This is an optimization exercise on Yosys and OpenROAD, whose aim is small area, a short achievable clock period and few clock cycles per item, not a production implementation. At most, simulation tests tie the RTL to the original design; equivalence was not proved.

==> 05-14: inputs <==
## tea_interface
module tea_interface(
    input [63:0] in,
    input mode,
    input reset,
    input write,
    input clk,
    output [63:0] out,
    output out_ready
);
==> module tea_interface, before the edit <==
module tea_interface(
    input [63:0] in,
    input mode,
    input reset,
    input write,
    input clk,
    output [63:0] out,
    output out_ready
);
    localparam [31:0] DELTA   = 32'h9E3779B9;
    localparam [31:0] NDELTA  = 32'h61C88647;  
    localparam [31:0] SUM_DEC = 32'hC6EF3720;  
    function [31:0] bs(input [31:0] x);
        bs = {x[7:0], x[15:8], x[23:16], x[31:24]};
    endfunction
    wire [31:0] in_y = bs(in[63:32]);
    wire [31:0] in_z = bs(in[31:0]);
    reg [63:0] kp, kq;
    reg        qhi;       
    reg        wk;        
    reg [31:0] a, b, s;
    reg        m;         
    reg        ph;        
    reg        pre, post;  
    reg        busy, rdy;
    always @(posedge clk) begin
        kq <= kp;
        kp <= (reset | wk) ? {in_y, in_z} : kq;
        qhi <= wk ? 1'b1 : ~qhi;
    end
    wire        swp = pre | post;
    wire [31:0] t1, t2, t3;
    padd #(32) u1 (b << 4, kq[63:32], 1'b0, t1, );
    padd #(32) u2 (b, s, 1'b0, t2, );
    padd #(32) u3 (b >> 5, kq[31:0], 1'b0, t3, );
    wire [31:0] f   = t1 ^ t2 ^ t3;
    wire [31:0] fe  = f & {32{~swp}};
    wire [31:0] mm  = {32{m}};
    wire [31:0] nbr;
    padd #(32) u4 (mm ^ a, fe, 1'b0, nbr, );
    wire [31:0] nb  = mm ^ nbr;
    wire go   = busy & (swp | (qhi == (m ~^ ph)));
    wire fin  = ph & (s == (m ? DELTA : SUM_DEC));
    always @(posedge clk) begin
        if (reset) begin
            wk   <= 1'b1;
            busy <= 1'b0;
            rdy  <= 1'b0;
        end else begin
            wk <= 1'b0;
            if (write) begin
                busy <= 1'b1;
                rdy  <= 1'b0;
            end else if (go & (post | (~m & ~swp & fin))) begin
                busy <= 1'b0;
                rdy  <= 1'b1;
            end
        end
    end
    wire        sup = go & ~swp & ph;
    always @(posedge clk)
        s <= busy ? s + ((m ? NDELTA : DELTA) & {32{sup}}) : (mode ? SUM_DEC : DELTA);
    always @(posedge clk) begin
        if (!busy) begin
            m    <= mode;
            ph   <= 1'b0;
            pre  <= mode;
            post <= 1'b0;
        end else if (go) begin
            if (swp) begin
                pre  <= 1'b0;
                post <= 1'b0;
            end else begin
                ph <= ~ph;
                if (m & fin) post <= 1'b1;
            end
        end
    end
    always @(posedge clk)
        if (write | go) begin
            a <= busy ? b  : in_y;
            b <= busy ? nb : in_z;
        end
    assign out = {bs(a), bs(b)};
    assign out_ready = rdy;
endmodule
==> module padd, before the edit <==
module padd #(parameter W = 32) (
    input  [W-1:0] a,
    input  [W-1:0] b,
    input          ci,
    output [W-1:0] s,
    output         co
);
    localparam L = $clog2(W);
    wire [(L+1)*W-1:0] G, P;
    wire [W-1:0] p0 = a ^ b;
    assign G[W-1:0] = (a & b) | {{(W-1){1'b0}}, p0[0] & ci};
    assign P[W-1:0] = p0;
    genvar l, i;
    generate
        for (l = 0; l < L; l = l + 1) begin : lvl
            for (i = 0; i < W; i = i + 1) begin : bit_
                if ((i >> l) & 1) begin : join_
                    localparam integer J = ((i >> l) << l) - 1;
                    assign G[(l+1)*W+i] = G[l*W+i] | (P[l*W+i] & G[l*W+J]);
                    assign P[(l+1)*W+i] = P[l*W+i] & P[l*W+J];
                end else begin : pass_
                    assign G[(l+1)*W+i] = G[l*W+i];
                    assign P[(l+1)*W+i] = P[l*W+i];
                end
            end
        end
    endgenerate
    assign s  = p0 ^ {G[L*W+W-2:L*W], ci};
    assign co = G[L*W+W-1];
endmodule
Settings: LEC_CHECK=0, ABC_AREA=1, CAP_MARGIN=20, CORE_MARGIN=2, CORE_UTILIZATION=40, CTS_CLUSTER_DIAMETER=80, CTS_CLUSTER_SIZE=30, SLEW_MARGIN=20; clock period 12.0 ns.
standard.sh (not shown) runs the stock make flow with config.mk's settings and CLKGATE_MAP_FILE= SYNTH_SCRIPT=/design/flow/synth_recipe.tcl, a recipe that flattens the netlist after the stock synthesis.
==> flow/flow/run.sh <==
#!/bin/bash
# The standard layout, with four changes:
# - synthesis leaves adders to ABC instead of mapping them to half- and
#   full-adder cells first (ADDER_MAP_FILE empty); registers are unchanged;
# - timing repair treats paths with less than MARGIN ns of slack as failing,
#   so it speeds up the design below the clock period;
# - the buffer on each input and output port is the smallest buffer;
# - clock tree synthesis adds no dummy loads.
set -euo pipefail
MARGIN=7.5
bash standard.sh SETUP_SLACK_MARGIN=$MARGIN ADDER_MAP_FILE= \
  "BUFFER_PORTS_ARGS=-buffer_cell sky130_fd_sc_hd__buf_1" \
  "CTS_ARGS=-sink_clustering_enable -repair_clock_nets -sink_clustering_size 30 -sink_clustering_max_diameter 80 -dont_use_dummy_load" \
  finish > standard_finish.log 2>&1
==> 07-13: changes against 05-14 <==
==> flow/design.v (replaced) <==
module tea_interface(
    input [63:0] in,
    input mode,
    input reset,
    input write,
    input clk,
    output [63:0] out,
    output out_ready
);
    localparam [31:0] DELTA   = 32'h9E3779B9;
    localparam [31:0] NDELTA  = 32'h61C88647;  
    localparam [31:0] SUM_DEC = 32'hC6EF3720;  
    function [31:0] bs(input [31:0] x);
        bs = {x[7:0], x[15:8], x[23:16], x[31:24]};
    endfunction
    wire [31:0] in_y = bs(in[63:32]);
    wire [31:0] in_z = bs(in[31:0]);
    reg [63:0] kp, kq;
    reg        qhi;       
    reg        wk;        
    reg [31:0] a, b, s;
    reg        m;         
    reg        ph;        
    reg        pre, post;  
    reg        busy, rdy;
    always @(posedge clk) begin
        kq <= kp;
        kp <= (reset | wk) ? {in_y, in_z} : kq;
        qhi <= wk ? 1'b1 : ~qhi;
    end
    wire        swp = pre | post;
    wire [31:0] f   = ((b << 4) + kq[63:32]) ^ (b + s) ^ ((b >> 5) + kq[31:0]);
    wire [31:0] fe  = f & {32{~swp}};
    wire [31:0] mm  = {32{m}};
    wire [31:0] nb  = mm ^ ((mm ^ a) + fe);
    wire go   = busy & (swp | (qhi == (m ~^ ph)));
    wire fin  = ph & (s == (m ? DELTA : SUM_DEC));
    always @(posedge clk) begin
        if (reset) begin
            wk   <= 1'b1;
            busy <= 1'b0;
            rdy  <= 1'b0;
        end else begin
            wk <= 1'b0;
            if (write) begin
                busy <= 1'b1;
                rdy  <= 1'b0;
            end else if (go & (post | (~m & ~swp & fin))) begin
                busy <= 1'b0;
                rdy  <= 1'b1;
            end
        end
    end
    always @(posedge clk) begin
        if (write) begin
            a    <= in_y;
            b    <= in_z;
            s    <= mode ? SUM_DEC : DELTA;
            m    <= mode;
            ph   <= 1'b0;
            pre  <= mode;
            post <= 1'b0;
        end else if (go) begin
            a <= b;
            b <= nb;
            if (swp) begin
                pre  <= 1'b0;
                post <= 1'b0;
            end else begin
                ph <= ~ph;
                if (ph) s <= s + (m ? NDELTA : DELTA);
                if (m & fin) post <= 1'b1;
            end
        end
    end
    assign out = {bs(a), bs(b)};
    assign out_ready = rdy;
endmodule
==> flow/flow/run.sh (replaced) <==
#!/bin/bash
set -euo pipefail
bash standard.sh SETUP_SLACK_MARGIN=7 ADDER_MAP_FILE= finish > standard_finish.log 2>&1
ABC_AREA = not set   (was 1)
CTS_CLUSTER_DIAMETER = not set   (was 80)
CTS_CLUSTER_SIZE = not set   (was 30)
==> qor.csv <==
metric,value,unit
totalWireLength,59000,um
rows,77,
wl_met1,25300,um
status,finished clean,
die_x,214,um
synth.most_common_cell,xnor2_1,
grt_usage,24.6,%
synthXorXnorAreaFrac,18.4,%
grt_use_met2,43.4,%
cp.arrival,5720,ps
layout_common_cells,"xnor2_1, nand2_1, nor2_1",
grt_pass1_wl,90200,um
[end of results for 07-13]
==> qor.csv <==
metric,value,unit
status,finished clean,
num_tap_cells,539,
die_x,211,um
wl_met1,25500,um
totalWireLength,53200,um
pre_cts_slack,7320,ps
grt_pass1_wl,83100,um
synth.most_common_cell,nand2_1,
grt_use_met2,37.9,%
rows,75,
n_all_buffers,150,
layout_common_cells,"nand2_1, inv_1, nor2_1",
final-nonclk-buf-share,3.46,%
[end of results for 05-14]
Testbench counts of 07-13, summed over its fixed seeds: cycles 68,736, items 1,024.
The RTL of 05-14 was laid out without a check of its function.

## static timing again, ports no longer ideal
Ports are ideal in the flow. The routed layouts listed here were re-timed in OpenROAD. Step 1 sets driving cells, clkbuf_16 on the clock port and buf_2 on the other inputs (assumed; they add their load-dependent delay and slew). Step 2, shift: input delay + t, output delay - t, t = (earliest + latest rising clock arrival at the registers) / 2. This alone moves slack from input paths to output paths. Three values: no drivers, after step 1, after step 2; two values: the first two.
run	t, ns	setup slack, ns	worst setup path after step 2	latest minus earliest clock arrival (ns)
05-14	0.573	7.921 / 7.921 / 7.436	input to register	0.074 / 0.074
07-13	0.612	6.594 / 6.594 / 6.594	register to register	0.016 / 0.016
After both steps every run listed still meets setup and hold. The setup slack of 05-14, which loses most, moves by 0.000 ns with the drivers and by -0.485 ns with both steps.
